What follows belongs to an exercise in optimizing a design on an open flow for small area, a short achievable clock period and few clock cycles per item; a production flow would make more cautious choices.
No run shown here included a check of the RTL's function; only the layout flow was run.

`flow/design.v`:
```
module e3_fa(input a, input b, input c, output s, output co);
  assign s = a ^ b ^ c;
  assign co = (a & b) | (a & c) | (b & c);
endmodule
module e3_seln(input s1, input s2, input s3, input a, input b, input c, output yn);
  assign yn = ~((s1 & a) | (s2 & b) | (s3 & c));
endmodule
module e3_xnor2(input a, input b, output y);
  assign y = ~(a ^ b);
endmodule
module e3_p14(input mn13, input cn13, input mn14, output y);
  assign y = ~(mn14 ^ (mn13 | cn13));
endmodule
module e3_low(input rn0, input rn1, input dn, input yn0, input yn1, input x1,
              output s1, output s2, output s3, output cinn, output dno, output qn0, output qn1);
  wire un0, un1, wn0, wn1;
  e3_fa f1(.a(rn0), .b(dn), .c(yn0), .s(un0), .co(un1));
  e3_fa f2(.a(un1), .b(rn1), .c(yn1), .s(wn0), .co(wn1));
  wire b = ~wn0 ^ x1;
  assign s1 = ~un0 & b;
  assign s3 = ~un0 & ~b;
  assign s2 = un0 & ~wn0;
  assign cinn = un0 & wn0 & wn1;
  assign dno = wn1 | (wn0 & un0);
  assign qn0 = un0;
  assign qn1 = ~(s2 | s3);
endmodule
module e3_row(input [12:0] rn, input dn, input yn0, input yn1,
              input [12:0] x, input [14:0] x3,
              output [12:0] rno, output dno, output [1:0] qn);
  wire s1, s2, s3;
  wire [13:2] c;
  e3_low lo(.rn0(rn[0]), .rn1(rn[1]), .dn(dn), .yn0(yn0), .yn1(yn1), .x1(x[1]),
            .s1(s1), .s2(s2), .s3(s3), .cinn(c[2]), .dno(dno), .qn0(qn[0]), .qn1(qn[1]));
  wire [14:2] mn;
  genvar j;
  generate for (j = 2; j <= 12; j = j + 1) begin : sl
    e3_seln u(.s1(s1), .s2(s2), .s3(s3), .a(x[j]), .b(x[j-1]), .c(x3[j]), .yn(mn[j]));
  end endgenerate
  assign mn[13] = ~((s2 & x[12]) | (s3 & x3[13]));
  assign mn[14] = ~(s3 & x3[14]);
  generate for (j = 2; j <= 12; j = j + 1) begin : ad
    if (j < 12) begin : f
      e3_fa u(.a(rn[j]), .b(mn[j]), .c(c[j]), .s(rno[j-2]), .co(c[j+1]));
    end else begin : l
      e3_fa u(.a(rn[j]), .b(mn[j]), .c(c[j]), .s(rno[j-2]), .co(c[j+1]));
    end
  end endgenerate
  e3_xnor2 p13(.a(mn[13]), .b(c[13]), .y(rno[11]));
  e3_p14 p14(.mn13(mn[13]), .cn13(c[13]), .mn14(mn[14]), .y(rno[12]));
endmodule
module e3_or2(input a, input b, output y);
  assign y = a | b;
endmodule
module e3_rowt(input [12:0] rn, input dn, input yn0, input yn1,
               input [12:0] x, input [14:0] x3, input [13:0] ytn,
               output [14:0] rno, output dno, output [1:0] qn);
  wire s1, s2, s3, cinn;
  e3_low lo(.rn0(rn[0]), .rn1(rn[1]), .dn(dn), .yn0(yn0), .yn1(yn1), .x1(x[1]),
            .s1(s1), .s2(s2), .s3(s3), .cinn(cinn), .dno(dno), .qn0(qn[0]), .qn1(qn[1]));
  wire [14:2] mn;
  genvar j;
  generate for (j = 2; j <= 12; j = j + 1) begin : sl
    e3_seln u(.s1(s1), .s2(s2), .s3(s3), .a(x[j]), .b(x[j-1]), .c(x3[j]), .yn(mn[j]));
  end endgenerate
  assign mn[13] = ~((s2 & x[12]) | (s3 & x3[13]));
  assign mn[14] = ~(s3 & x3[14]);
  wire [15:2] sn;
  wire [15:3] kn;
  generate for (j = 2; j <= 12; j = j + 1) begin : cs
    e3_fa u(.a(rn[j]), .b(mn[j]), .c(ytn[j-2]), .s(sn[j]), .co(kn[j+1]));
  end endgenerate
  e3_xnor2 s13(.a(mn[13]), .b(ytn[11]), .y(sn[13]));
  e3_or2   k14(.a(mn[13]), .b(ytn[11]), .y(kn[14]));
  e3_xnor2 s14(.a(mn[14]), .b(ytn[12]), .y(sn[14]));
  e3_or2   k15(.a(mn[14]), .b(ytn[12]), .y(kn[15]));
  assign sn[15] = ytn[13];
  wire [16:3] c;
  e3_xnor2 r2(.a(sn[2]), .b(cinn), .y(rno[0]));
  e3_or2   c3(.a(sn[2]), .b(cinn), .y(c[3]));
  generate for (j = 3; j <= 15; j = j + 1) begin : ad
    e3_fa u(.a(sn[j]), .b(kn[j]), .c(c[j]), .s(rno[j-2]), .co(c[j+1]));
  end endgenerate
  assign rno[14] = c[16];
endmodule
module e3_chain(input [12:0] x, input [25:0] ycn, input [13:0] ytn, input first,
                input [12:0] srn, input sdn,
                output [12:0] orn, output odn,
                output [25:0] qn, output div, output k2);
  wire [14:0] x3;
  wire [13:1] k;
  assign x3[0] = x[0];
  assign x3[1] = x[1] ^ x[0];
  assign k[2] = x[1] & x[0];
  genvar i;
  generate for (i = 2; i <= 12; i = i + 1) begin : tx
    e3_fa u(.a(x[i]), .b(x[i-1]), .c(k[i]), .s(x3[i]), .co(k[i+1]));
  end endgenerate
  assign x3[13] = x[12] ^ k[13];
  assign x3[14] = x[12] & k[13];
  wire [12:0] rn [0:13];
  wire        dn [0:13];
  assign rn[0] = first ? ~x : srn;
  assign dn[0] = sdn | first;
  generate for (i = 0; i < 12; i = i + 1) begin : r
    e3_row u(.rn(rn[i]), .dn(dn[i]), .yn0(ycn[2*i]), .yn1(ycn[2*i+1]), .x(x), .x3(x3),
             .rno(rn[i+1]), .dno(dn[i+1]), .qn(qn[2*i+1:2*i]));
  end endgenerate
  wire [14:0] rt;
  e3_rowt ul(.rn(rn[12]), .dn(dn[12]), .yn0(ycn[24]), .yn1(ycn[25]), .x(x), .x3(x3), .ytn(ytn),
             .rno(rt), .dno(dn[13]), .qn(qn[25:24]));
  assign orn = rt[12:0];
  assign odn = dn[13];
  wire k1 = rt[14] & rt[13] & (&(rt[12:1] ^ x[12:1])) & (rt[0] ^ odn);
  assign k2 = rt[14] & (&(rt[13:2] ^ x[12:1])) & (rt[1] ^ odn) & ~(rt[0] ^ odn);
  assign div = k1 | k2;
endmodule
module e3_rom(input [6:0] a, output reg [39:0] g);
  always @(*) begin
    case (a)
      7'd1: g = 40'h120221012;
      7'd2: g = 40'h6101013212;
      7'd3: g = 40'h2212204021;
      7'd4: g = 40'h1015501040;
      7'd5: g = 40'h120222402;
      7'd6: g = 40'h1042610164;
      7'd7: g = 40'h4313212232;
      7'd8: g = 40'h1013212040;
      7'd9: g = 40'h2805213135;
      7'd10: g = 40'h2022420224;
      7'd11: g = 40'h221045012;
      7'd12: g = 40'h2234343215;
      7'd13: g = 40'h546131231;
      7'd14: g = 40'h6101640104;
      7'd15: g = 40'h2134319101;
      7'd16: g = 40'h2152322162;
      7'd17: g = 40'h8204042040;
      7'd18: g = 40'ha22322101;
      7'd19: g = 40'h2215322434;
      7'd20: g = 40'h2021084520;
      7'd21: g = 40'h220f205101;
      7'd22: g = 40'h1321016483;
      7'd23: g = 40'h5210104520;
      7'd24: g = 40'h1313212535;
      7'd25: g = 40'h9420210216;
      7'd26: g = 40'h405401b012;
      7'd27: g = 40'h4501282223;
      7'd28: g = 40'h4010126735;
      7'd29: g = 40'h32a0708225;
      7'd30: g = 40'h6404231012;
      7'd31: g = 40'h7054010524;
      7'd32: g = 40'h21b8340120;
      7'd33: g = 40'h2310731073;
      7'd34: g = 40'h21202a0512;
      7'd35: g = 40'h2252120126;
      7'd36: g = 40'h48c1235216;
      7'd37: g = 40'h3705a20213;
      7'd38: g = 40'h1223104651;
      7'd39: g = 40'h4042013210;
      7'd40: g = 40'h7012054613;
      7'd41: g = 40'h2438123216;
      7'd42: g = 40'hd022165432;
      7'd43: g = 40'h5253161340;
      7'd44: g = 40'h501c704921;
      7'd45: g = 40'h10a3132512;
      7'd46: g = 40'h212220d50;
      7'd47: g = 40'h2707040515;
      7'd48: g = 40'h53a0101379;
      7'd49: g = 40'h5042021042;
      7'd50: g = 40'h2232126404;
      7'd51: g = 40'h3431261057;
      7'd52: g = 40'h8216402a22;
      7'd53: g = 40'h8316401640;
      7'd54: g = 40'ha915021021;
      7'd55: g = 40'h20a2022105;
      7'd56: g = 40'h2107520527;
      7'd57: g = 40'h4024b8016;
      7'd58: g = 40'h3240402404;
      7'd59: g = 40'h528423404e;
      7'd60: g = 40'h4082212805;
      7'd61: g = 40'h7250b10126;
      7'd62: g = 40'h2021078223;
      7'd63: g = 40'h8120855242;
      7'd64: g = 40'h61502101b3;
      7'd65: g = 40'h105426524e;
      7'd66: g = 40'h1226104232;
      7'd67: g = 40'h2183570402;
      7'd68: g = 40'h3162d22205;
      7'd69: g = 40'h25b1018534;
      7'd70: g = 40'h2e16462270;
      7'd71: g = 40'h125012322;
      7'd72: g = 40'h5108102a2;
      7'd73: g = 40'h7f43122c12;
      7'd74: g = 40'h1264010120;
      7'd75: g = 40'h31e2019243;
      7'd76: g = 40'h2021523224;
      7'd77: g = 40'h5192704021;
      7'd78: g = 40'h21238192d6;
      7'd79: g = 40'h435404226;
      7'd80: g = 40'h12310b4534;
      7'd81: g = 40'h542022483;
      7'd82: g = 40'h2024232224;
      7'd83: g = 40'h180a2b3422;
      7'd84: g = 40'h240183e43;
      7'd85: g = 40'h5027853812;
      7'd86: g = 40'hb164204042;
      7'd87: g = 40'h1019404070;
      7'd88: g = 40'h2137502273;
      7'd89: g = 40'h232212040e;
      7'd90: g = 40'hb456153251;
      7'd91: g = 40'h62483a0252;
      7'd92: g = 40'h6e21234201;
      7'd93: g = 40'h8b80704504;
      7'd94: g = 40'h4021802872;
      7'd95: g = 40'h402132243;
      7'd96: g = 40'h1861502215;
      7'd97: g = 40'h2613123192;
      7'd98: g = 40'h22b1e01561;
      7'd99: g = 40'h5281012655;
      7'd100: g = 40'h207e505123;
      7'd101: g = 40'h431025426a;
      7'd102: g = 40'h153126b22;
      default: g = 40'h0;
    endcase
  end
endmodule
module e3_gadd(input [12:0] prev, input [3:0] g, output [12:0] nxt);
  wire [4:0] k;
  assign k[0] = 1'b1;
  genvar i;
  generate for (i = 0; i < 4; i = i + 1) begin : f
    e3_fa u(.a(prev[i+1]), .b(g[i]), .c(k[i]), .s(nxt[i+1]), .co(k[i+1]));
  end endgenerate
  wire [12:5] h;
  assign h[5] = k[4];
  generate for (i = 5; i < 12; i = i + 1) begin : hh
    assign h[i+1] = h[i] & prev[i];
  end endgenerate
  assign nxt[12:5] = prev[12:5] ^ h[12:5];
  assign nxt[0] = prev[0];
endmodule
module euler3( input logic clk,
               input logic        reset,
               input logic        enable,
               input logic [63:0] max_value,
               output logic       results_valid,
               output logic [63:0] results
               );
  localparam C = 10;
  reg [63:0] y;
  reg        done;
  reg [1:0]  p;         
  reg        f0;        
  reg        dv;        
  reg [C-1:0] fr;       
  reg [1:0]  rl;        
  reg        wide;      
  reg [6:0] addr;
  reg [12:0] x0;        
  reg [12:0] x1;        
  reg [12:0] x2;        
  reg [12:0] x3;        
  reg [12:0] x4;        
  reg [12:0] x5;        
  reg [12:0] x6;        
  reg [12:0] x7;        
  reg [12:0] x8;        
  reg [12:0] x9;        
  wire [32:0] xw = {x2[6:0], x1, x0};    
  reg [12:0] srn0; reg sdn0;
  reg [12:0] srn1; reg sdn1;
  reg [12:0] srn2; reg sdn2;
  reg [12:0] srn3; reg sdn3;
  reg [12:0] srn4; reg sdn4;
  reg [12:0] srn5; reg sdn5;
  reg [12:0] srn6; reg sdn6;
  reg [12:0] srn7; reg sdn7;
  reg [12:0] srn8; reg sdn8;
  reg [12:0] srn9; reg sdn9;
  wire [32:0] wr = {srn2[6:0], srn1, srn0};   
  reg        wrun, wp2, winc;
  assign results = y;
  assign results_valid = done;
  reg idle;
  wire n1 = ~(|y[63:40]) & (y[39:27] < x0);    
  wire n2 = ({2'b0, y[63:53]} < x0);           
  wire first = f0;
  wire last = n1 ? (p == 2'd0) : n2 ? (p == 2'd1) : (p == 2'd2);
  wire [13:0] yt = (last & ~dv) ? ((p == 2'd0) ? y[39:26] : (p == 2'd1) ? {2'b0, y[63:52]} : 14'd0) : 14'd0;
  wire [13:0] ytn = ~yt;
  wire [25:0] ycn = ~((p == 2'd0) ? y[25:0] : (p == 2'd1) ? y[51:26] : {14'b0, y[63:52]});
  wire [C-1:0] div, k2;
  wire [12:0] orn0; wire odn0; wire [25:0] qn0;
  e3_chain ch0(.x(x0), .ycn(ycn), .ytn(ytn), .first(first), .srn(srn0), .sdn(sdn0),
               .orn(orn0), .odn(odn0), .qn(qn0), .div(div[0]), .k2(k2[0]));
  wire [12:0] orn1; wire odn1; wire [25:0] qn1;
  e3_chain ch1(.x(x1), .ycn(ycn), .ytn(ytn), .first(first), .srn(srn1), .sdn(sdn1),
               .orn(orn1), .odn(odn1), .qn(qn1), .div(div[1]), .k2(k2[1]));
  wire [12:0] orn2; wire odn2; wire [25:0] qn2;
  e3_chain ch2(.x(x2), .ycn(ycn), .ytn(ytn), .first(first), .srn(srn2), .sdn(sdn2),
               .orn(orn2), .odn(odn2), .qn(qn2), .div(div[2]), .k2(k2[2]));
  wire [12:0] orn3; wire odn3; wire [25:0] qn3;
  e3_chain ch3(.x(x3), .ycn(ycn), .ytn(ytn), .first(first), .srn(srn3), .sdn(sdn3),
               .orn(orn3), .odn(odn3), .qn(qn3), .div(div[3]), .k2(k2[3]));
  wire [12:0] orn4; wire odn4; wire [25:0] qn4;
  e3_chain ch4(.x(x4), .ycn(ycn), .ytn(ytn), .first(first), .srn(srn4), .sdn(sdn4),
               .orn(orn4), .odn(odn4), .qn(qn4), .div(div[4]), .k2(k2[4]));
  wire [12:0] orn5; wire odn5; wire [25:0] qn5;
  e3_chain ch5(.x(x5), .ycn(ycn), .ytn(ytn), .first(first), .srn(srn5), .sdn(sdn5),
               .orn(orn5), .odn(odn5), .qn(qn5), .div(div[5]), .k2(k2[5]));
  wire [12:0] orn6; wire odn6; wire [25:0] qn6;
  e3_chain ch6(.x(x6), .ycn(ycn), .ytn(ytn), .first(first), .srn(srn6), .sdn(sdn6),
               .orn(orn6), .odn(odn6), .qn(qn6), .div(div[6]), .k2(k2[6]));
  wire [12:0] orn7; wire odn7; wire [25:0] qn7;
  e3_chain ch7(.x(x7), .ycn(ycn), .ytn(ytn), .first(first), .srn(srn7), .sdn(sdn7),
               .orn(orn7), .odn(odn7), .qn(qn7), .div(div[7]), .k2(k2[7]));
  wire [12:0] orn8; wire odn8; wire [25:0] qn8;
  e3_chain ch8(.x(x8), .ycn(ycn), .ytn(ytn), .first(first), .srn(srn8), .sdn(sdn8),
               .orn(orn8), .odn(odn8), .qn(qn8), .div(div[8]), .k2(k2[8]));
  wire [12:0] orn9; wire odn9; wire [25:0] qn9;
  e3_chain ch9(.x(x9), .ycn(ycn), .ytn(ytn), .first(first), .srn(srn9), .sdn(sdn9),
               .orn(orn9), .odn(odn9), .qn(qn9), .div(div[9]), .k2(k2[9]));
  wire divany = |div;
  wire [C-1:0] fsel = div & ~(div - 1'b1);    
  wire [C-1:0] usel = dv ? fr : fsel;
  reg  [25:0] qn;              
  always @(*) begin
    qn = 0;
    if (usel[0]) qn = qn | qn0;
    if (usel[1]) qn = qn | qn1;
    if (usel[2]) qn = qn | qn2;
    if (usel[3]) qn = qn | qn3;
    if (usel[4]) qn = qn | qn4;
    if (usel[5]) qn = qn | qn5;
    if (usel[6]) qn = qn | qn6;
    if (usel[7]) qn = qn | qn7;
    if (usel[8]) qn = qn | qn8;
    if (usel[9]) qn = qn | qn9;
  end
  wire qk2 = |(usel & k2);     
  wire [32:1] z;
  genvar g;
  generate for (g = 1; g <= 32; g = g + 1) begin : zz
    if (g == 32) begin : t assign z[g] = 1'b1; end
    else begin : n assign z[g] = z[g+1] & ~y[2*g+1] & ~y[2*g]; end
  end endgenerate
  wire yevbig = ~y[0] & (|y[63:2]);
  wire ysmall = z[3] & ~y[5];           
  wire [31:0] pm32 = 32'ha08a28ac;         
  wire yprime32 = ysmall & pm32[y[4:0]];
  wire stop = ((|(x0[12:1] & z[12:1])) | (wide & (|({x2[6:0], x1} & z[32:13])))) & ~yevbig;
  wire [39:0] rg;
  e3_rom ur(.a(addr), .g(rg));
  wire [12:0] nx [0:9];
  e3_gadd ga0(.prev(x9), .g(rg[3:0]), .nxt(nx[0]));
  e3_gadd ga1(.prev(nx[0]), .g(rg[7:4]), .nxt(nx[1]));
  e3_gadd ga2(.prev(nx[1]), .g(rg[11:8]), .nxt(nx[2]));
  e3_gadd ga3(.prev(nx[2]), .g(rg[15:12]), .nxt(nx[3]));
  e3_gadd ga4(.prev(nx[3]), .g(rg[19:16]), .nxt(nx[4]));
  e3_gadd ga5(.prev(nx[4]), .g(rg[23:20]), .nxt(nx[5]));
  e3_gadd ga6(.prev(nx[5]), .g(rg[27:24]), .nxt(nx[6]));
  e3_gadd ga7(.prev(nx[6]), .g(rg[31:28]), .nxt(nx[7]));
  e3_gadd ga8(.prev(nx[7]), .g(rg[35:32]), .nxt(nx[8]));
  e3_gadd ga9(.prev(nx[8]), .g(rg[39:36]), .nxt(nx[9]));
  wire wq = wr[0] ^ y[0];
  wire [31:0] wa = wr[32:1];
  wire [31:0] wb = xw[32:1] & {32{wq & ~winc}};
  wire [32:0] wk;
  wire [32:0] wadd;
  assign wk[0] = winc | wr[0] | y[0];
  genvar h;
  generate for (h = 0; h < 32; h = h + 1) begin : wa_
    e3_fa u(.a(wa[h]), .b(wb[h]), .c(wk[h]), .s(wadd[h]), .co(wk[h+1]));
  end endgenerate
  assign wadd[32] = wk[32];
  wire wmatch = (wadd == xw);
  wire winb = wp2 ? ~wq : y[0];
  wire stop_adv = ~yevbig & (|(nx[0][12:1] & z[12:1]));
  wire [12:1] zq;
  generate for (g = 1; g <= 12; g = g + 1) begin : zqq
    if (g == 12) begin : t assign zq[g] = ~qn[25] & ~qn[24]; end
    else begin : n assign zq[g] = zq[g+1] & ~qn[2*g+1] & ~qn[2*g]; end
  end endgenerate
  wire stop_div = (|(x0[12:1] & zq)) & ~qk2;
  always @(posedge clk) begin
    idle <= reset | ~enable;
    if (!wide) srn0 <= orn0;
    sdn0 <= odn0;
    if (!wide) srn1 <= orn1;
    sdn1 <= odn1;
    if (!wide) srn2 <= orn2;
    sdn2 <= odn2;
    srn3 <= orn3;
    sdn3 <= odn3;
    srn4 <= orn4;
    sdn4 <= odn4;
    srn5 <= orn5;
    sdn5 <= odn5;
    srn6 <= orn6;
    sdn6 <= odn6;
    srn7 <= orn7;
    sdn7 <= odn7;
    srn8 <= orn8;
    sdn8 <= odn8;
    srn9 <= orn9;
    sdn9 <= odn9;
    if (idle) begin
      y <= max_value;
      done <= 1'b0;
      p <= 2'd0;
      f0 <= 1'b1;
      dv <= 1'b0;
      wide <= 1'b0;
      wrun <= 1'b0;
      wp2 <= 1'b0;
      winc <= 1'b0;
      addr <= 7'd1;
      x0 <= 13'd3;
      x1 <= 13'd5;
      x2 <= 13'd7;
      x3 <= 13'd11;
      x4 <= 13'd13;
      x5 <= 13'd17;
      x6 <= 13'd19;
      x7 <= 13'd23;
      x8 <= 13'd29;
      x9 <= 13'd31;
    end else if (!done) begin
      if (!wide) begin
        if (dv) begin
          case (p)
            2'd0: y[25:0] <= qn;
            2'd1: y[51:26] <= qn;
            default: y[63:52] <= qn[11:0];
          endcase
          if (p == rl) begin dv <= 1'b0; p <= 2'd0; f0 <= 1'b1; end
          else begin p <= p + 2'd1; f0 <= 1'b0; end
        end else if (first && (stop || (yprime32 && addr == 7'd1))) begin
          done <= 1'b1;
        end else if (!last) begin
          p <= p + 2'd1;
          f0 <= 1'b0;
        end else begin
          p <= 2'd0;
          f0 <= 1'b1;
          if (divany && yevbig) begin
            y <= {1'b0, y[63:1]};    
          end else if (divany) begin
            if (first) begin
              begin
                y[25:0] <= qn;
                y[26] <= qk2;
                y[39:27] <= 0;
                if (stop_div) done <= 1'b1;
              end
            end else begin
              case (p)
                2'd1: begin y[51:26] <= qn; y[52] <= qk2; y[63:53] <= 0; end
                default: y[63:52] <= qn[11:0];
              endcase
              dv <= 1'b1;
              fr <= fsel;
              rl <= p - 2'd1;
            end
          end else begin
            if (addr == 7'd103) begin
              wide <= 1'b1;
              {x2[6:0], x1, x0} <= 33'd8193;
            end else begin
              addr <= addr + 1'b1;
              x0 <= nx[0];
              x1 <= nx[1];
              x2 <= nx[2];
              x3 <= nx[3];
              x4 <= nx[4];
              x5 <= nx[5];
              x6 <= nx[6];
              x7 <= nx[7];
              x8 <= nx[8];
              x9 <= nx[9];
              if (stop_adv) done <= 1'b1;
            end
            if (yevbig) y <= {1'b0, y[63:1]};
          end
        end
      end else begin
        if (winc) begin
          winc <= 1'b0;
          {x2[6:0], x1, x0} <= {wadd[31:0], 1'b1};
        end else if (!wrun) begin
          if (stop) done <= 1'b1;
          else begin
            wrun <= 1'b1;
            addr <= 0;
            {srn2[6:0], srn1, srn0} <= xw;
          end
        end else begin
          {srn2[6:0], srn1, srn0} <= wadd;
          y <= {winb, y[63:1]};
          addr <= addr + 1'b1;
          if (addr[5:0] == 6'd63) begin
            if (!wp2) begin
              {srn2[6:0], srn1, srn0} <= xw;
              if (wmatch) wp2 <= 1'b1;
              else begin wrun <= 1'b0; winc <= 1'b1; end
            end else begin
              wp2 <= 1'b0;
              wrun <= 1'b0;
            end
          end
        end
      end
    end
  end
endmodule
```
`flow/flow/run.sh`:
```
#!/bin/bash
# The standard layout (the standard.sh, unchanged synthesis and steps), with one
# difference: the port buffers that buffer_ports inserts are sky130_fd_sc_hd__buf_2
# cells instead of the delay buffers it picks by default.
set -euo pipefail
export BUFFER_PORTS_ARGS="-buffer_cell sky130_fd_sc_hd__buf_2"
bash standard.sh > standard.log 2>&1
```
`flow/standard.sh`:
```
#!/bin/bash
# synth_recipe.tcl (not shown) runs the flow's synth.tcl, then flattens the netlist and writes it again
# the make line also repeats each setting of config.mk as NAME=value (left out here)
make -C /OpenROAD-flow-scripts/flow DESIGN_CONFIG=/design/flow/config.mk WORK_HOME=/design/flow/orfs CLKGATE_MAP_FILE= SYNTH_SCRIPT=/design/flow/synth_recipe.tcl "${@:-finish}"
```
`flow/config.mk`:
```
export PLATFORM = sky130hd
export DESIGN_NAME = euler3
export DESIGN_NICKNAME = euler3
export VERILOG_FILES = /design/flow/design.v
export SDC_FILE = /design/flow/constraint.sdc
export NUM_CORES = 8
export LEC_CHECK = 0
export ABC_CLOCK_PERIOD_IN_PS = 200000
export CAP_MARGIN = 20
export CORE_MARGIN = 2
export CORE_UTILIZATION = 40
export CTS_BUF_LIST = sky130_fd_sc_hd__clkbuf_16
export CTS_CLUSTER_DIAMETER = 80
export CTS_CLUSTER_SIZE = 20
export PLACE_DENSITY = 0.45
export SLEW_MARGIN = 20
export SYNTH_HIERARCHICAL = 1
export SYNTH_MEMORY_MAX_BITS = 65536
export SYNTH_MINIMUM_KEEP_SIZE = 0
```
`flow/constraint.sdc`:
```
create_clock -name core_clock -period 250.0 [get_ports {clk}]
set_input_delay 50.0000 -clock core_clock [delete_from_list [all_inputs] [get_ports {clk}]]
set_output_delay 50.0000 -clock core_clock [all_outputs]
set_load 0.01 [all_outputs]
```
==> reports/qor.txt, run 1 <==
Initial antenna violation count -> 42
Post-synthesis cell type count -> 101
Number of placed instances, taps included -> 12500
Critical path launch point type -> flip-flop
Clock latency of the later-clocked register in the worst-skew pair -> 0.76 ns
Buffers added on ports -> 131
Max-slew headroom -> 11.4%
HP Start -> x3[3]
Simple-gate share of the synthesized area -> 12.5%
List of cells traversed by the critical path -> buf_2
GRT met2 Usage -> 63.3%
Startpoint of the worst-slack reg-to-reg timing path -> f0
XOR/XNOR Fraction of Synth Area -> 7.36%
Number of buffer and inverter stages on the critical path -> 1
Final HPWL from detailed placement -> 395000 µm
Max Clk Rate -> 19.2 MHz
Post-synthesis compound-gate area fraction -> 24.9%
Setup repair after global routing missed its margin -> no
Clock Path Buffers -> 3
Net count after synthesis -> 11300
Flop and latch count out of synthesis -> 363
Layout overhead on the synthesized area -> 9.31%
Fin nets -> 11600
Proportion of synthesized flip-flops having asynchronous set or reset -> 0%
Die width -> 501 µm
Path type of the worst min-delay path -> flip-flop to flip-flop
Number of hold-repair buffers added at the cts stage -> 0
Maximum cell stage delay along the critical path -> 1.14 ns
CP required -> 200.00 ns
Slew Limit Fails -> 0
Maximum number of pins on one net before global-route repair -> 80
Initial Utilization -> 40.2%
Post-CTS setup buffer count -> 0
Final wirelength -> 531000 µm
Overflow left after global routing -> 0
Post-cts repair resize count -> 0
Final cell count without fillers -> 12700
Gate family responsible for the most delay along the worst path -> flip-flops
Met1 Usage GRT -> 49.9%
DIE AREA -> 251000 µm²
Portion of the post-synthesis area used by sequential elements -> 8.20%
Count of final setup violators -> 0
Global-route usage over all layers -> 41.7%
Routability congestion estimate -> 1.11
Clock Root Buffer -> clkbuf_16
Area leader, netlist -> fa_1
Cell type of the slowest stage on the worst timing path -> edfxtp_1
CTS Buf Count -> 52
Most common library cell in the layout ignoring fill and taps -> fa_1
Most frequent cells in the layout -> fa_1, a222oi_1, nor2_1
Adder and majority cell fraction of the synthesized area -> 42.4%
Proportion of synthesized area in mux cells -> 2.42%
Final critical delay including setup and external delays -> 52.18 ns
Top post-synthesis cells by area -> fa_1, a222oi_1, dfxtp_1
Avg WL per Cell -> 41.9 µm
Most used DFF post-synth -> dfxtp_1
Number of instances in the synthesized netlist -> 9086
Global-route wire length before repair -> 742000 µm
CP arrival -> 2.18 ns
Layout cell share with drive strength beyond 1 -> 16.2%
Clock-pin slew of the registers on the worst-case setup and hold paths -> 0.07 ns
Result of the run -> complete, no violations
Total negative slack -> 0 ns
Max-cap violations -> 0
CTS tree -> built
Share of the cycle needed by the critical path after routing -> 20.9%
Reg with most FFs -> y
Per-instance average area after synthesis -> 10.9 µm²
Top-level port count -> 132
Slew at the pin closest to its max-slew limit -> 1.32 ns
Dominant combinational cell family by area after synthesis -> adder cells
Total number of H-tree levels -> 2
Most Used Layer, Global Route -> met2
Detailed router's first-iteration violation count -> 19600
Met3 Resource Use GR -> 12.2%
Worst clock skew -> 0.0587 ns
Post-synth EDFFs -> 82
Site row count -> 182
Setup crit end kind -> primary output
Flip-flop count of the largest register, all copies and words added -> 64
Combined area of all synthesized cells -> 98600 µm²
Number of hold-slack violations in the final timing report -> 0
Detail Route Antenna Nets -> 0
Fraction of synthesized cell area taken by the top area cell type -> 40.6%
Via count of the first global-routing pass -> 92800
Number of warning messages in the yosys log -> 9
Placeable Area -> 245000 µm²
Die outline height -> 501 µm
Routed via count -> 93600
Detailed-router iteration count before antenna repair -> 17
Start point of the critical path -> y[10]
Fill cell count -> 23600
DRC violation count after routing -> 0
Start-to-end type of the worst setup path -> flip-flop to primary output
Average via count per standard cell -> 7.39
Clock sink total -> 363
Peak fanout along the critical path -> 5
synth_stat cells (44+ instances only):
cell type	count
a31oi_1	48
buf_2	71
nor3_1	62
a222oi_1	1474
ha_1	135
xnor2_1	416
nor4_1	59
xor2_1	413
nand2_1	564
nor2_1	649
nand2b_1	50
and2b_2	130
nand3_1	97
o21ai_0	209
a21o_2	130
mux2i_1	223
clkbuf_1	216
nor3b_1	49
dfxtp_1	281
a22oi_1	82
a211oi_1	76
nor2b_4	130
a22oi_2	130
fa_1	2002
a21oi_1	281
a221oi_1	44
and3_2	130
inv_1	165
edfxtp_1	82
cell type report:
| class | count | area, µm² | area share, % |
|---|---|---|---|
| multi-input combinational | 8216 | 89000 | 82.6 |
| sequential | 363 | 8150 | 7.56 |
| tap | 3220 | 4030 | 3.74 |
| timing repair buffer | 568 | 3950 | 3.67 |
| clock buffer | 54 | 1350 | 1.25 |
| inverter | 170 | 638 | 0.592 |
| clock inverter | 43 | 608 | 0.564 |
| antenna | 30 | 75.1 | 0.0696 |
stage by stage:
step           area, µm²  util (%)  hold slack, ns  setup slack (ns)
3_3_place_gp      106000      43.0           0.484            198.85
5_1_grt           108000      43.9           0.510            197.85
3_5_place_dp      106000      43.0           0.484            198.85
2_1_floorplan      98600         -           0.465            199.39
6_report          108000      43.9           0.495            197.82
4_1_cts           108000      43.8           0.495            198.04
per-module statistics from Yosys (local to each module, per instance):
module / cell area, µm² / cells inside / flip-flops and latches
e3_xnor2: 8.76 / 1 / 0
e3_rom: 4840 / 823 / 0
e3_gadd: 108 / 10 / 0
e3_rowt: 23.8 / 3 / 0
e3_fa: 20.0 / 1 / 0
e3_p14: 12.5 / 2 / 0
e3_low: 63.8 / 8 / 0
e3_row: 16.3 / 2 / 0
e3_seln: 10.0 / 1 / 0
euler3: 19600 / 2321 / 363
e3_chain: 523 / 68 / 0
e3_or2: 6.26 / 1 / 0
worst paths after layout:
kind / depth (start not counted) / slack, ns / to
worst min register to register: 2 / 0.49 / x3[3]
worst max-delay path: 1 / 197.82 / results[10]
worst min-delay path: 2 / 0.49 / x3[3]
worst max register to register: 109 / 200.29 / y[42]
metal layers:
layer	share of wire, %	vias up
li1	-	36800
met1	36	48700
met2	44	6674
met3	11	1432
met4	8.9	20
met5	0.031	-
cells by family (layout without fill, tap and decap cells):
kind of cell,after synthesis,count (layout)
adders and majority gates,2137,2137
muxes,237,237
AOI/OAI and AO/OA,2802,2802
other,10,40
xor gates and xnor gates,829,829
buffers and inverters,507,835
and+or+nand+nor,2201,2201
DFF,363,363
==> inputs of run 2 (changes only) <==
--- a/flow/design.v
+++ b/flow/design.v
@@ -51,40 +51,6 @@
 endmodule
-module e3_or2(input a, input b, output y);
-  assign y = a | b;
-endmodule
-module e3_rowt(input [12:0] rn, input dn, input yn0, input yn1,
-               input [12:0] x, input [14:0] x3, input [13:0] ytn,
-               output [14:0] rno, output dno, output [1:0] qn);
-  wire s1, s2, s3, cinn;
-  e3_low lo(.rn0(rn[0]), .rn1(rn[1]), .dn(dn), .yn0(yn0), .yn1(yn1), .x1(x[1]),
-            .s1(s1), .s2(s2), .s3(s3), .cinn(cinn), .dno(dno), .qn0(qn[0]), .qn1(qn[1]));
-  wire [14:2] mn;
-  genvar j;
-  generate for (j = 2; j <= 12; j = j + 1) begin : sl
-    e3_seln u(.s1(s1), .s2(s2), .s3(s3), .a(x[j]), .b(x[j-1]), .c(x3[j]), .yn(mn[j]));
-  end endgenerate
-  assign mn[13] = ~((s2 & x[12]) | (s3 & x3[13]));
-  assign mn[14] = ~(s3 & x3[14]);
-  wire [15:2] sn;
-  wire [15:3] kn;
-  generate for (j = 2; j <= 12; j = j + 1) begin : cs
-    e3_fa u(.a(rn[j]), .b(mn[j]), .c(ytn[j-2]), .s(sn[j]), .co(kn[j+1]));
-  end endgenerate
-  e3_xnor2 s13(.a(mn[13]), .b(ytn[11]), .y(sn[13]));
-  e3_or2   k14(.a(mn[13]), .b(ytn[11]), .y(kn[14]));
-  e3_xnor2 s14(.a(mn[14]), .b(ytn[12]), .y(sn[14]));
-  e3_or2   k15(.a(mn[14]), .b(ytn[12]), .y(kn[15]));
-  assign sn[15] = ytn[13];
-  wire [16:3] c;
-  e3_xnor2 r2(.a(sn[2]), .b(cinn), .y(rno[0]));
-  e3_or2   c3(.a(sn[2]), .b(cinn), .y(c[3]));
-  generate for (j = 3; j <= 15; j = j + 1) begin : ad
-    e3_fa u(.a(sn[j]), .b(kn[j]), .c(c[j]), .s(rno[j-2]), .co(c[j+1]));
-  end endgenerate
-  assign rno[14] = c[16];
-endmodule
-module e3_chain(input [12:0] x, input [25:0] ycn, input [13:0] ytn, input first,
+module e3_chain(input [12:0] x, input [25:0] ycn, input first,
                 input [12:0] srn, input sdn,
                 output [12:0] orn, output odn,
-                output [25:0] qn, output div, output k2);
+                output [25:0] qn, output div);
   wire [14:0] x3;
@@ -104,3 +70,3 @@
   assign dn[0] = sdn | first;
-  generate for (i = 0; i < 12; i = i + 1) begin : r
+  generate for (i = 0; i < 13; i = i + 1) begin : r
     e3_row u(.rn(rn[i]), .dn(dn[i]), .yn0(ycn[2*i]), .yn1(ycn[2*i+1]), .x(x), .x3(x3),
@@ -108,10 +74,5 @@
   end endgenerate
-  wire [14:0] rt;
-  e3_rowt ul(.rn(rn[12]), .dn(dn[12]), .yn0(ycn[24]), .yn1(ycn[25]), .x(x), .x3(x3), .ytn(ytn),
-             .rno(rt), .dno(dn[13]), .qn(qn[25:24]));
-  assign orn = rt[12:0];
+  assign orn = rn[13];
   assign odn = dn[13];
-  wire k1 = rt[14] & rt[13] & (&(rt[12:1] ^ x[12:1])) & (rt[0] ^ odn);
-  assign k2 = rt[14] & (&(rt[13:2] ^ x[12:1])) & (rt[1] ^ odn) & ~(rt[0] ^ odn);
-  assign div = k1 | k2;
+  assign div = (&(orn[12:1] ^ x[12:1])) & (orn[0] ^ odn);
 endmodule
@@ -252,3 +213,2 @@
   reg [1:0]  p;         
-  reg        f0;        
   reg        dv;        
@@ -284,40 +244,38 @@
   reg idle;
-  wire n1 = ~(|y[63:40]) & (y[39:27] < x0);    
-  wire n2 = ({2'b0, y[63:53]} < x0);           
-  wire first = f0;
-  wire last = n1 ? (p == 2'd0) : n2 ? (p == 2'd1) : (p == 2'd2);
-  wire [13:0] yt = (last & ~dv) ? ((p == 2'd0) ? y[39:26] : (p == 2'd1) ? {2'b0, y[63:52]} : 14'd0) : 14'd0;
-  wire [13:0] ytn = ~yt;
+  wire hi2 = |y[63:52];
+  wire hi1 = |y[51:26];
+  wire first = (p == 2'd0);
+  wire last = hi2 ? (p == 2'd2) : hi1 ? (p == 2'd1) : 1'b1;
   wire [25:0] ycn = ~((p == 2'd0) ? y[25:0] : (p == 2'd1) ? y[51:26] : {14'b0, y[63:52]});
-  wire [C-1:0] div, k2;
+  wire [C-1:0] div;
   wire [12:0] orn0; wire odn0; wire [25:0] qn0;
-  e3_chain ch0(.x(x0), .ycn(ycn), .ytn(ytn), .first(first), .srn(srn0), .sdn(sdn0),
-               .orn(orn0), .odn(odn0), .qn(qn0), .div(div[0]), .k2(k2[0]));
+  e3_chain ch0(.x(x0), .ycn(ycn), .first(first), .srn(srn0), .sdn(sdn0),
+               .orn(orn0), .odn(odn0), .qn(qn0), .div(div[0]));
   wire [12:0] orn1; wire odn1; wire [25:0] qn1;
-  e3_chain ch1(.x(x1), .ycn(ycn), .ytn(ytn), .first(first), .srn(srn1), .sdn(sdn1),
-               .orn(orn1), .odn(odn1), .qn(qn1), .div(div[1]), .k2(k2[1]));
+  e3_chain ch1(.x(x1), .ycn(ycn), .first(first), .srn(srn1), .sdn(sdn1),
+               .orn(orn1), .odn(odn1), .qn(qn1), .div(div[1]));
   wire [12:0] orn2; wire odn2; wire [25:0] qn2;
-  e3_chain ch2(.x(x2), .ycn(ycn), .ytn(ytn), .first(first), .srn(srn2), .sdn(sdn2),
-               .orn(orn2), .odn(odn2), .qn(qn2), .div(div[2]), .k2(k2[2]));
+  e3_chain ch2(.x(x2), .ycn(ycn), .first(first), .srn(srn2), .sdn(sdn2),
+               .orn(orn2), .odn(odn2), .qn(qn2), .div(div[2]));
   wire [12:0] orn3; wire odn3; wire [25:0] qn3;
-  e3_chain ch3(.x(x3), .ycn(ycn), .ytn(ytn), .first(first), .srn(srn3), .sdn(sdn3),
-               .orn(orn3), .odn(odn3), .qn(qn3), .div(div[3]), .k2(k2[3]));
+  e3_chain ch3(.x(x3), .ycn(ycn), .first(first), .srn(srn3), .sdn(sdn3),
+               .orn(orn3), .odn(odn3), .qn(qn3), .div(div[3]));
   wire [12:0] orn4; wire odn4; wire [25:0] qn4;
-  e3_chain ch4(.x(x4), .ycn(ycn), .ytn(ytn), .first(first), .srn(srn4), .sdn(sdn4),
-               .orn(orn4), .odn(odn4), .qn(qn4), .div(div[4]), .k2(k2[4]));
+  e3_chain ch4(.x(x4), .ycn(ycn), .first(first), .srn(srn4), .sdn(sdn4),
+               .orn(orn4), .odn(odn4), .qn(qn4), .div(div[4]));
   wire [12:0] orn5; wire odn5; wire [25:0] qn5;
-  e3_chain ch5(.x(x5), .ycn(ycn), .ytn(ytn), .first(first), .srn(srn5), .sdn(sdn5),
-               .orn(orn5), .odn(odn5), .qn(qn5), .div(div[5]), .k2(k2[5]));
+  e3_chain ch5(.x(x5), .ycn(ycn), .first(first), .srn(srn5), .sdn(sdn5),
+               .orn(orn5), .odn(odn5), .qn(qn5), .div(div[5]));
   wire [12:0] orn6; wire odn6; wire [25:0] qn6;
-  e3_chain ch6(.x(x6), .ycn(ycn), .ytn(ytn), .first(first), .srn(srn6), .sdn(sdn6),
-               .orn(orn6), .odn(odn6), .qn(qn6), .div(div[6]), .k2(k2[6]));
+  e3_chain ch6(.x(x6), .ycn(ycn), .first(first), .srn(srn6), .sdn(sdn6),
+               .orn(orn6), .odn(odn6), .qn(qn6), .div(div[6]));
   wire [12:0] orn7; wire odn7; wire [25:0] qn7;
-  e3_chain ch7(.x(x7), .ycn(ycn), .ytn(ytn), .first(first), .srn(srn7), .sdn(sdn7),
-               .orn(orn7), .odn(odn7), .qn(qn7), .div(div[7]), .k2(k2[7]));
+  e3_chain ch7(.x(x7), .ycn(ycn), .first(first), .srn(srn7), .sdn(sdn7),
+               .orn(orn7), .odn(odn7), .qn(qn7), .div(div[7]));
   wire [12:0] orn8; wire odn8; wire [25:0] qn8;
-  e3_chain ch8(.x(x8), .ycn(ycn), .ytn(ytn), .first(first), .srn(srn8), .sdn(sdn8),
-               .orn(orn8), .odn(odn8), .qn(qn8), .div(div[8]), .k2(k2[8]));
+  e3_chain ch8(.x(x8), .ycn(ycn), .first(first), .srn(srn8), .sdn(sdn8),
+               .orn(orn8), .odn(odn8), .qn(qn8), .div(div[8]));
   wire [12:0] orn9; wire odn9; wire [25:0] qn9;
-  e3_chain ch9(.x(x9), .ycn(ycn), .ytn(ytn), .first(first), .srn(srn9), .sdn(sdn9),
-               .orn(orn9), .odn(odn9), .qn(qn9), .div(div[9]), .k2(k2[9]));
+  e3_chain ch9(.x(x9), .ycn(ycn), .first(first), .srn(srn9), .sdn(sdn9),
+               .orn(orn9), .odn(odn9), .qn(qn9), .div(div[9]));
   wire divany = |div;
@@ -339,3 +297,3 @@
   end
-  wire qk2 = |(usel & k2);     
+  wire qone = (qn == 26'd1);
   wire [32:1] z;
@@ -347,5 +305,2 @@
   wire yevbig = ~y[0] & (|y[63:2]);
-  wire ysmall = z[3] & ~y[5];           
-  wire [31:0] pm32 = 32'ha08a28ac;         
-  wire yprime32 = ysmall & pm32[y[4:0]];
   wire stop = ((|(x0[12:1] & z[12:1])) | (wide & (|({x2[6:0], x1} & z[32:13])))) & ~yevbig;
@@ -383,3 +338,3 @@
   end endgenerate
-  wire stop_div = (|(x0[12:1] & zq)) & ~qk2;
+  wire stop_div = |(x0[12:1] & zq);
   always @(posedge clk) begin
@@ -410,3 +365,2 @@
       p <= 2'd0;
-      f0 <= 1'b1;
       dv <= 1'b0;
@@ -435,5 +389,5 @@
           endcase
-          if (p == rl) begin dv <= 1'b0; p <= 2'd0; f0 <= 1'b1; end
-          else begin p <= p + 2'd1; f0 <= 1'b0; end
-        end else if (first && (stop || (yprime32 && addr == 7'd1))) begin
+          if (p == rl) begin dv <= 1'b0; p <= 2'd0; end
+          else p <= p + 2'd1;
+        end else if (first && stop) begin
           done <= 1'b1;
@@ -441,6 +395,4 @@
           p <= p + 2'd1;
-          f0 <= 1'b0;
         end else begin
           p <= 2'd0;
-          f0 <= 1'b1;
           if (divany && yevbig) begin
@@ -449,6 +401,5 @@
             if (first) begin
-              begin
+              if (qone) done <= 1'b1;
+              else begin
                 y[25:0] <= qn;
-                y[26] <= qk2;
-                y[39:27] <= 0;
                 if (stop_div) done <= 1'b1;
@@ -457,3 +408,3 @@
               case (p)
-                2'd1: begin y[51:26] <= qn; y[52] <= qk2; y[63:53] <= 0; end
+                2'd1: y[51:26] <= qn;
                 default: y[63:52] <= qn[11:0];
--- a/flow/config.mk
+++ b/flow/config.mk
@@ -8,3 +8,3 @@
 export ABC_CLOCK_PERIOD_IN_PS = 200000
-export CAP_MARGIN = 20
+export CAP_MARGIN = 10
 export CORE_MARGIN = 2
@@ -15,3 +15,3 @@
 export PLACE_DENSITY = 0.45
-export SLEW_MARGIN = 20
+export SLEW_MARGIN = 10
 export SYNTH_HIERARCHICAL = 1
==> reports/qor.txt, run 2 <==
Result of the run -> complete, no violations
Global-route usage over all layers -> 39.3% (-2.4 points)
Number of warning messages in the yosys log -> 9 (unchanged)
Fin nets -> 10800 (-6.3%)
Cell depth of the worst setup path -> 1 (unchanged)
Worst clock skew -> 0.0839 ns (+0.0252 ns)
Worst Setup Slack post-DPL -> 198.93 ns (+0.0800 ns)
Setup crit end kind -> primary output
Setup repair after global routing missed its margin -> no
Top-level port count -> 132 (unchanged)
Layout cell share with drive strength beyond 1 -> 16.2% (+0.029 points)
Clock-pin slew of the registers on the worst-case setup and hold paths -> 0.08 ns (about the same)
Post-cts repair resize count -> 0 (unchanged)
Flop and latch count out of synthesis -> 362 (-0.28%)
Avg WL per Cell -> 39.8 µm (-5.1%)
Total negative slack -> 0 ns (unchanged)
Area leader, netlist -> fa_1
Peak fanout along the critical path -> 5 (unchanged)
Gate family responsible for the most delay along the worst path -> flip-flops
Site row count -> 177 (-2.7%)
Routed via count -> 88200 (-5.8%)
Via count of the first global-routing pass -> 87000 (-6.2%)
Placeable Area -> 232000 µm² (-5.5%)
Number of instances in the synthesized netlist -> 8532 (-6.1%)
Post-synthesis cell type count -> 110 (+8.9%)
Path type of the worst min-delay path -> flip-flop to flip-flop
Maximum cell stage delay along the critical path -> 0.86 ns (-0.28 ns)
Number of hold-repair buffers added at the cts stage -> 0 (unchanged)
Initial Utilization -> 40.2% (about the same)
Overflow left after global routing -> 0 (unchanged)
CTS Buf Count -> 52 (unchanged)
Max Clk Rate -> 19.3 MHz (+0.52%)
Start-to-end type of the worst setup path -> flip-flop to primary output
Number of buffer and inverter stages on the critical path -> 1 (unchanged)
Worst Hold Depth -> 2 (unchanged)
Clock Root Buffer -> clkbuf_16
Clock latency of the later-clocked register in the worst-skew pair -> 0.80 ns (+0.04 ns)
Portion of the post-synthesis area used by sequential elements -> 8.66% (+0.45 points)
Combined area of all synthesized cells -> 93200 µm² (-5.5%)
Slew Limit Fails -> 0 (unchanged)
Die width -> 487 µm (-2.8%)
Instance area at placement -> 99800 µm² (-5.5%)
CP required -> 200.00 ns (about the same)
Max-slew headroom -> 15.2% (+3.8 points)
Initial antenna violation count -> 35 (-17%)
Flip-flop count of the largest register, all copies and words added -> 64 (unchanged)
Post-synth EDFFs -> 82 (unchanged)
Final HPWL from detailed placement -> 355000 µm (-10%)
Post-CTS setup buffer count -> 0 (unchanged)
Die outline height -> 487 µm (-2.8%)
Post-layout util -> 43.8% (-0.096 points)
Most frequent cells in the layout -> fa_1, a222oi_1, nor2_1
Post-route setup slack -> 198.08 ns (+0.268 ns)
Reg2Reg Depth -> 111 (+1.8%)
Detailed-router iteration count before antenna repair -> 17 (unchanged)
Net count after synthesis -> 10600 (-6.4%)
Critical path launch point type -> flip-flop
Final wirelength -> 474000 µm (-11%)
Average via count per standard cell -> 7.40 (+0.12%)
DRC violation count after routing -> 0 (unchanged)
CP arrival -> 1.92 ns (-0.26 ns)
Final critical delay including setup and external delays -> 51.92 ns (-0.268 ns)
Leading cell types by count after synthesis -> fa_1, a222oi_1, nor2_1, nand2_1, xor2_1
Routability congestion estimate -> 1.02 (-8.1%)
Most used DFF post-synth -> dfxtp_1
Max-cap violations -> 0 (unchanged)
Buffers added on ports -> 131 (unchanged)
Global-route wire length before repair -> 674000 µm (-9.3%)
Cell type of the slowest stage on the worst timing path -> edfxtp_1
DIE AREA -> 237000 µm² (-5.4%)
Reg with most FFs -> y
Detail Route Antenna Nets -> 0 (unchanged)
Count of final setup violators -> 0 (unchanged)
Per-instance average area after synthesis -> 10.9 µm² (+0.66%)
Cell area after layout -> 102000 µm² (-5.7%)
Share of the cycle needed by the critical path after routing -> 20.8% (-0.11 points)
Most common library cell in the layout ignoring fill and taps -> fa_1
Most common cell in the netlist -> fa_1
Top post-synthesis cells by area -> fa_1, a222oi_1, dfxtp_1
Total number of H-tree levels -> 2 (unchanged)
Detailed router's first-iteration violation count -> 19000 (-3.4%)
CTS tree -> built
Clock Path Buffers -> 3 (unchanged)
Number of hold-slack violations in the final timing report -> 0 (unchanged)
Fraction of synthesized cell area taken by the top area cell type -> 40.2% (-0.44 points)
Clock sink total -> 362 (-0.28%)
Slew at the pin closest to its max-slew limit -> 1.27 ns (-0.0463 ns)
List of cells traversed by the critical path -> buf_2
Layout overhead on the synthesized area -> 9.10%
Proportion of synthesized flip-flops having asynchronous set or reset -> 0% (unchanged)
Maximum number of pins on one net before global-route repair -> 79 (-1.3%)
## run 2: changes by cell type in the layout (fill, tap and decap cells not counted), sizes merged, moves of 24 or more
cell and delta:
xnor2 -137, fa -130, o21ai -77, nand2 -46, nand3 -43, nor4 -34, ha -33, or2 -33
buf -32, a31o -25, a22oi -24
## run 2: Yosys stat by module (local to each module, per instance)
module    cells  area, µm²  flops+latches  copies in the design
e3_chain     49        373              0                    10
e3_seln       1       10.0              0                  1430
e3_row        2       16.3              0                   130
e3_low        8       63.8              0                   130
e3_gadd      10        108              0                    10
e3_xnor2      1       8.76              0                   130
e3_p14        2       12.5              0                   130
euler3     2140      18500            362                     1
e3_fa         1       20.0              0                  1872
e3_rom      810       4920              0                     1
## run 2: per-layer routing
| metal | track usage (%) | vias to the layer above | share of wire, % |
|---|---|---|---|
| met5 | 0 | - | 0.038 |
| met4 | 22.1 | 26 | 6.6 |
| met3 | 10.4 | 957 | 11 |
| met2 | 59.3 | 6099 | 44 |
| met1 | 51.0 | 46200 | 38 |
| li1 | - | 34900 | - |
## run 2: worst paths after layout
check,start,endpoint,slack [ns]
worst max register to register,p[1],y[12],199.46
worst min-delay path,x5[0],x5[0],0.50
worst min register to register,x5[0],x5[0],0.50
worst max-delay path,y[38],results[38],198.08
## run 2: cells by family after synthesis
family / share of synthesized area [%]
AND/OR/NAND/NOR: 12.4
multiplexers: 2.59
other: 0.0403
buffers and inverters: 2.34
flip-flops: 8.66
adder cells (fa/ha/maj): 41.6
AO/OA/AOI/OAI: 25.8
XOR/XNOR: 6.65
## run 2: per-stage QoR
step / hold WS (ns) / cells
3_3_place_gp: 0.482 / 11800
4_1_cts: 0.501 / 11900
2_1_floorplan: 0.462 / 8532
3_5_place_dp: 0.497 / 11800
6_report: 0.501 / 11900
5_1_grt: 0.540 / 11900
## run 2: cell type report
| type | instances | area (µm²) |
|---|---|---|
| flip-flops and latches | 362 | 8110 |
| diodes | 23 | 57.6 |
| repair buffers | 535 | 3700 |
| multi-input cells | 7678 | 83500 |
| inverters | 175 | 657 |
| fillers | 22300 | 130000 |
| clock buffers | 52 | 1300 |
| clock inverters | 46 | 577 |
| well taps | 3043 | 3810 |

## static timing again, ports no longer ideal
The flow's constraints put no driver on any port. The routed layouts listed below were extracted and timed again, unchanged, in two steps. Step 1, drivers: a clkbuf_16 drives clk and a buf_2 each remaining input, both assumed. Step 2, shift: input delay + t, output delay - t, t = (earliest + latest rising clock arrival at the registers) / 2. This alone moves slack from input paths to output paths. Slacks: no drivers / after step 1 / after step 2; pairs: no drivers / after step 1.
| run | t, ns | slack for setup (ns) | worst data-port slew with drivers (ns) |
|---|---|---|---|
| run 1 | 0.836 | 197.816 / 197.712 / 198.547 | 0.06 |
| run 2 | 0.842 | 198.084 / 197.996 / 198.838 | 0.07 |
After both steps setup and hold are still met in every run listed.
